What follows belongs to an exercise in optimizing a design on an open flow for small area, a short achievable clock period and few clock cycles; a production flow would make more cautious choices.
Only simulation tests tie the RTL to the original design; equivalence was not proved.

## FFT_TOP
module FFT_TOP #(
    parameter N = 32,
    word_size = 16
) (
    input wire clk, reset, en,
    input wire input_valid, receiver_ready,
    input wire [word_size*2-1: 0] i_input_sample1, i_input_sample2,
    output wire output_valid,
    output wire [word_size*2-1: 0] o_output_sample1, o_output_sample2
);
localparam S_IN = 2'd0, S_COMP = 2'd1, S_OUT = 2'd2;
reg [1:0] state;
reg [3:0] in_cnt;
reg [5:0] q;             
reg [4:0] out_m;         
reg direct;              
reg [2:0] drain;
reg rr_r;                
function [1:0] bank_of;
    input [4:0] a;
    bank_of = {a[1] ^ a[3] ^ a[4], a[0] ^ a[2] ^ a[4]};
endfunction
function [4:0] rotl5;
    input [4:0] x;
    input [2:0] s;
    case (s)
        3'd0: rotl5 = x;
        3'd1: rotl5 = {x[3:0], x[4]};
        3'd2: rotl5 = {x[2:0], x[4:3]};
        3'd3: rotl5 = {x[1:0], x[4:2]};
        default: rotl5 = {x[0], x[4:1]};
    endcase
endfunction
wire comp = (state == S_COMP);
wire pre = (state == S_IN) && (in_cnt >= 4'd7) && (in_cnt != 4'd15);
wire [2:0] t0 = in_cnt[2:0] + 3'd1;                       
wire issuing = comp || pre;
wire [2:0] s = pre ? 3'd0 : {1'b0, q[4:3]} + 3'd1;
wire [2:0] i3 = pre ? {t0[0], t0[1], t0[2]} : q[2:0];
wire slot_v = pre || comp;
reg [4:0] aP1, aP2, aQ1, aQ2;
reg [3:0] twP, twQ;
always @(*) begin
    if (s == 3'd4) begin
        aP1 = {1'b0, i3, 1'b0};
        aP2 = {1'b1, i3, 1'b0};
        aQ1 = {1'b0, i3, 1'b1};
        aQ2 = {1'b1, i3, 1'b1};
        twP = {i3, 1'b0};
        twQ = {i3, 1'b1};
    end else if (s == 3'd3) begin
        aP1 = rotl5({i3[1:0], i3[2], 2'b00}, 3'd3);
        aQ1 = rotl5({i3[1:0], i3[2], 2'b10}, 3'd3);
        aP2 = aP1 | 5'd8;
        aQ2 = aQ1 | 5'd8;
        twP = {i3[1:0], i3[2], 1'b0};
        twQ = {i3[1:0], i3[2], 1'b0};
    end else begin
        aP1 = rotl5({1'b0, i3, 1'b0}, s);
        aQ1 = rotl5({1'b1, i3, 1'b0}, s);
        aP2 = aP1 | (5'd1 << s);
        aQ2 = aQ1 | (5'd1 << s);
        case (s)
            3'd0: begin twP = 4'd0;              twQ = 4'd0; end
            3'd1: begin twP = 4'd0;              twQ = 4'd8; end
            3'd2: begin twP = {1'b0, i3[2], 2'b0}; twQ = {1'b1, i3[2], 2'b0}; end
            default: begin twP = 4'd0;              twQ = 4'd0; end
        endcase
    end
end
wire d_beat, m_beat, d_first;
reg [4:0] out_m_n;
always @(*) begin
  ...
==> module bfu, before the edit <==
module bfu (
    input wire clk,
    input wire [31:0] A, B,
    input wire [23:0] dr, di, dn,
    output wire [31:0] out1, out2
);
reg [31:0] r_A, r_B;
reg [23:0] r_dr0, r_dr1, r_di, r_dn;
always @(posedge clk) begin
    r_A <= A;
    r_B <= B;
    r_dr0 <= dr;
    r_dr1 <= dr;
    r_di <= di;
    r_dn <= dn;
end
function [17:0] pprow;
    input [15:0] x;
    input [2:0] d;
    reg [16:0] m;
    begin
        m = d[0] ? {x[15], x} : (d[1] ? {x, 1'b0} : 17'd0);
        pprow = {~(m[16] ^ d[2]), m ^ {17{d[2]}}};
    end
endfunction
localparam [30:0] KROW = 31'h00004000 - 31'h55540000;
wire [15:0] Br = r_B[31:16], Bi = r_B[15:0];
wire [31*19-1:0] re_rows, im_rows;
genvar gi;
generate
    for (gi = 0; gi < 8; gi = gi + 1) begin : pp
        wire [2:0] cr0 = r_dr0[3*gi+2:3*gi];
        wire [2:0] cr1 = r_dr1[3*gi+2:3*gi];
        wire [2:0] ci = r_di[3*gi+2:3*gi];
        wire [2:0] cn = r_dn[3*gi+2:3*gi];                      
        wire [48:0] sr0 = {31'd0, pprow(Br, cr0)} << (2*gi);    
        wire [48:0] sr1 = {31'd0, pprow(Bi, cn)} << (2*gi);     
        wire [48:0] si0 = {31'd0, pprow(Bi, cr1)} << (2*gi);    
        wire [48:0] si1 = {31'd0, pprow(Br, ci)} << (2*gi);     
        assign re_rows[31*(2*gi)+30:31*(2*gi)] = sr0[30:0];
        assign re_rows[31*(2*gi+1)+30:31*(2*gi+1)] = sr1[30:0];
        assign im_rows[31*(2*gi)+30:31*(2*gi)] = si0[30:0];
        assign im_rows[31*(2*gi+1)+30:31*(2*gi+1)] = si1[30:0];
        assign re_rows[31*16+2*gi+1:31*16+2*gi] = {1'b0, cr0[2]};
        assign re_rows[31*17+2*gi+1:31*17+2*gi] = {1'b0, cn[2]};
        assign im_rows[31*16+2*gi+1:31*16+2*gi] = {1'b0, cr1[2]};
        assign im_rows[31*17+2*gi+1:31*17+2*gi] = {1'b0, ci[2]};
    end
endgenerate
assign re_rows[31*17-1:31*16+16] = 15'd0;
assign re_rows[31*18-1:31*17+16] = 15'd0;
assign im_rows[31*17-1:31*16+16] = 15'd0;
assign im_rows[31*18-1:31*17+16] = 15'd0;
assign re_rows[31*19-1:31*18] = KROW;
assign im_rows[31*19-1:31*18] = KROW;
wire [31*4-1:0] re_r4, im_r4;
dadda19to4 re_tree (.rows(re_rows), .o(re_r4));
dadda19to4 im_tree (.rows(im_rows), .o(im_r4));
reg [31*4-1:0] k_re, k_im;
reg [31:0] k_A;
always @(posedge clk) begin
    k_re <= re_r4;
    k_im <= im_r4;
    k_A <= r_A;
end
wire [30:0] re_s, re_c, im_s, im_c;
csa_4to2 re_tree2 (.rows(k_re), .s(re_s), .c(re_c));
csa_4to2 im_tree2 (.rows(k_im), .s(im_s), .c(im_c));
wire [15:0] re_lo = {1'b0, re_s[14:0]} + {1'b0, re_c[14:0]};
wire [15:0] im_lo = {1'b0, im_s[14:0]} + {1'b0, im_c[14:0]};
reg [15:0] m_sR, m_cR, m_sI, m_cI;
reg m_kR, m_kI;
reg [31:0] m_A;
always @(posedge clk) begin
    m_sR <= re_s[30:15];
    m_cR <= re_c[30:15];
    m_kR <= re_lo[15];
    m_sI <= im_s[30:15];
    m_cI <= im_c[30:15];
    m_kI <= im_lo[15];
    m_A <= k_A;
end
wire [15:0] Ar = m_A[31:16], Ai = m_A[15:0];
assign out1 = {Ar + m_sR + m_cR + {15'd0, m_kR}, Ai + m_sI + m_cI + {15'd0, m_kI}};
assign out2 = {Ar + ~m_sR + ~m_cR + {15'd0, ~m_kR} + 16'd1, Ai + ~m_sI + ~m_cI + {15'd0, ~m_kI} + 16'd1};
endmodule
Settings: LEC_CHECK=0, CAP_MARGIN=20, CORE_MARGIN=2, CORE_UTILIZATION=55, SLEW_MARGIN=20; clock period 10.0 ns.
standard.sh (not shown) runs the stock make flow with config.mk's settings and CLKGATE_MAP_FILE= SYNTH_SCRIPT=/design/flow/synth_recipe.tcl, a recipe that flattens the netlist after the stock synthesis.
==> flow/flow/run.sh <==
#!/bin/bash
# The standard layout, with timing repair aimed at a 3.6 ns period: the clock
# stays at the design's period, repair_timing is only told to keep a 6.4 ns
# setup margin, without gate cloning (clones overloaded some nets).
# Every step's output goes to its own log here.
set -e
export SETUP_SLACK_MARGIN=6.4
export SKIP_GATE_CLONING=1
bash standard.sh > standard.log 2>&1
The starting point finished with timing, DRC and antenna clean.
Testbench counts at the start, summed over its fixed seeds: cycles 15,360.
Next try:
--- a/flow/design.v
+++ b/flow/design.v
@@ -349,27 +349,26 @@
 end
 wire [30:0] re_s, re_c, im_s, im_c;
 csa_4to2 re_tree2 (.rows(k_re), .s(re_s), .c(re_c));
 csa_4to2 im_tree2 (.rows(k_im), .s(im_s), .c(im_c));
 wire [15:0] re_lo = {1'b0, re_s[14:0]} + {1'b0, re_c[14:0]};
 wire [15:0] im_lo = {1'b0, im_s[14:0]} + {1'b0, im_c[14:0]};
-reg [15:0] m_sR, m_cR, m_sI, m_cI;
+wire [15:0] re_hi = re_s[30:15] + re_c[30:15];
+wire [15:0] im_hi = im_s[30:15] + im_c[30:15];
+reg [31:0] m_T, m_A;
 reg m_kR, m_kI;
-reg [31:0] m_A;
 always @(posedge clk) begin
-    m_sR <= re_s[30:15];
-    m_cR <= re_c[30:15];
+    m_T <= {re_hi, im_hi};
     m_kR <= re_lo[15];
-    m_sI <= im_s[30:15];
-    m_cI <= im_c[30:15];
     m_kI <= im_lo[15];
     m_A <= k_A;
 end
+wire [15:0] Tr = m_T[31:16], Ti = m_T[15:0];
 wire [15:0] Ar = m_A[31:16], Ai = m_A[15:0];
-assign out1 = {Ar + m_sR + m_cR + {15'd0, m_kR}, Ai + m_sI + m_cI + {15'd0, m_kI}};
-assign out2 = {Ar + ~m_sR + ~m_cR + {15'd0, ~m_kR} + 16'd1, Ai + ~m_sI + ~m_cI + {15'd0, ~m_kI} + 16'd1};
+assign out1 = {Ar + Tr + {15'd0, m_kR}, Ai + Ti + {15'd0, m_kI}};
+assign out2 = {Ar + ~Tr + {15'd0, ~m_kR}, Ai + ~Ti + {15'd0, ~m_kI}};
 endmodule
 module csa_4to2 (
     input wire [31*4-1:0] rows,
     output wire [30:0] s, c
 );
 function [61:0] csa;
After rerunning: The new run finished with timing, DRC and antenna clean. Register-to-register slack is better by 0.30 ns. Die area went down by about 1%. Non-clock buffer count falls by 82. Setup slack gains 0.30 ns. Synthesized cell count goes up by 1.6%.
Testbench counts after the change, summed over its fixed seeds: cycles 15,360.

## afterwards: timing with drivers on the ports
In the flow no input, the clock included, has a driving cell. The finished layouts below were timed again as built, in two steps. Step 1: set_driving_cell puts a clkbuf_16 on clk and a buf_2 on each other input, an assumption about the parent block. Step 2, shift: input delay + t, output delay - t, t = (earliest + latest rising clock arrival at the registers) / 2. This alone moves slack from input paths to output paths. a / b / c = no drivers / after step 1 / after step 2; a / b = the first two.
run | t, ns | setup WS [ns] | worst setup path after step 2 | clock arrival spread, ns | pins driven straight from the clock port
the first run | 1.000 | 6.062 / 6.062 / 5.776 | input to register | 0.107 / 0.106 | 1
the second run | 0.963 | 6.357 / 6.357 / 5.908 | input to register | 0.084 / 0.084 | 1
After both steps setup and hold are still met in every run listed. The setup slack of the second run, which loses most, moves by 0.000 ns with the drivers and by -0.449 ns with both steps.
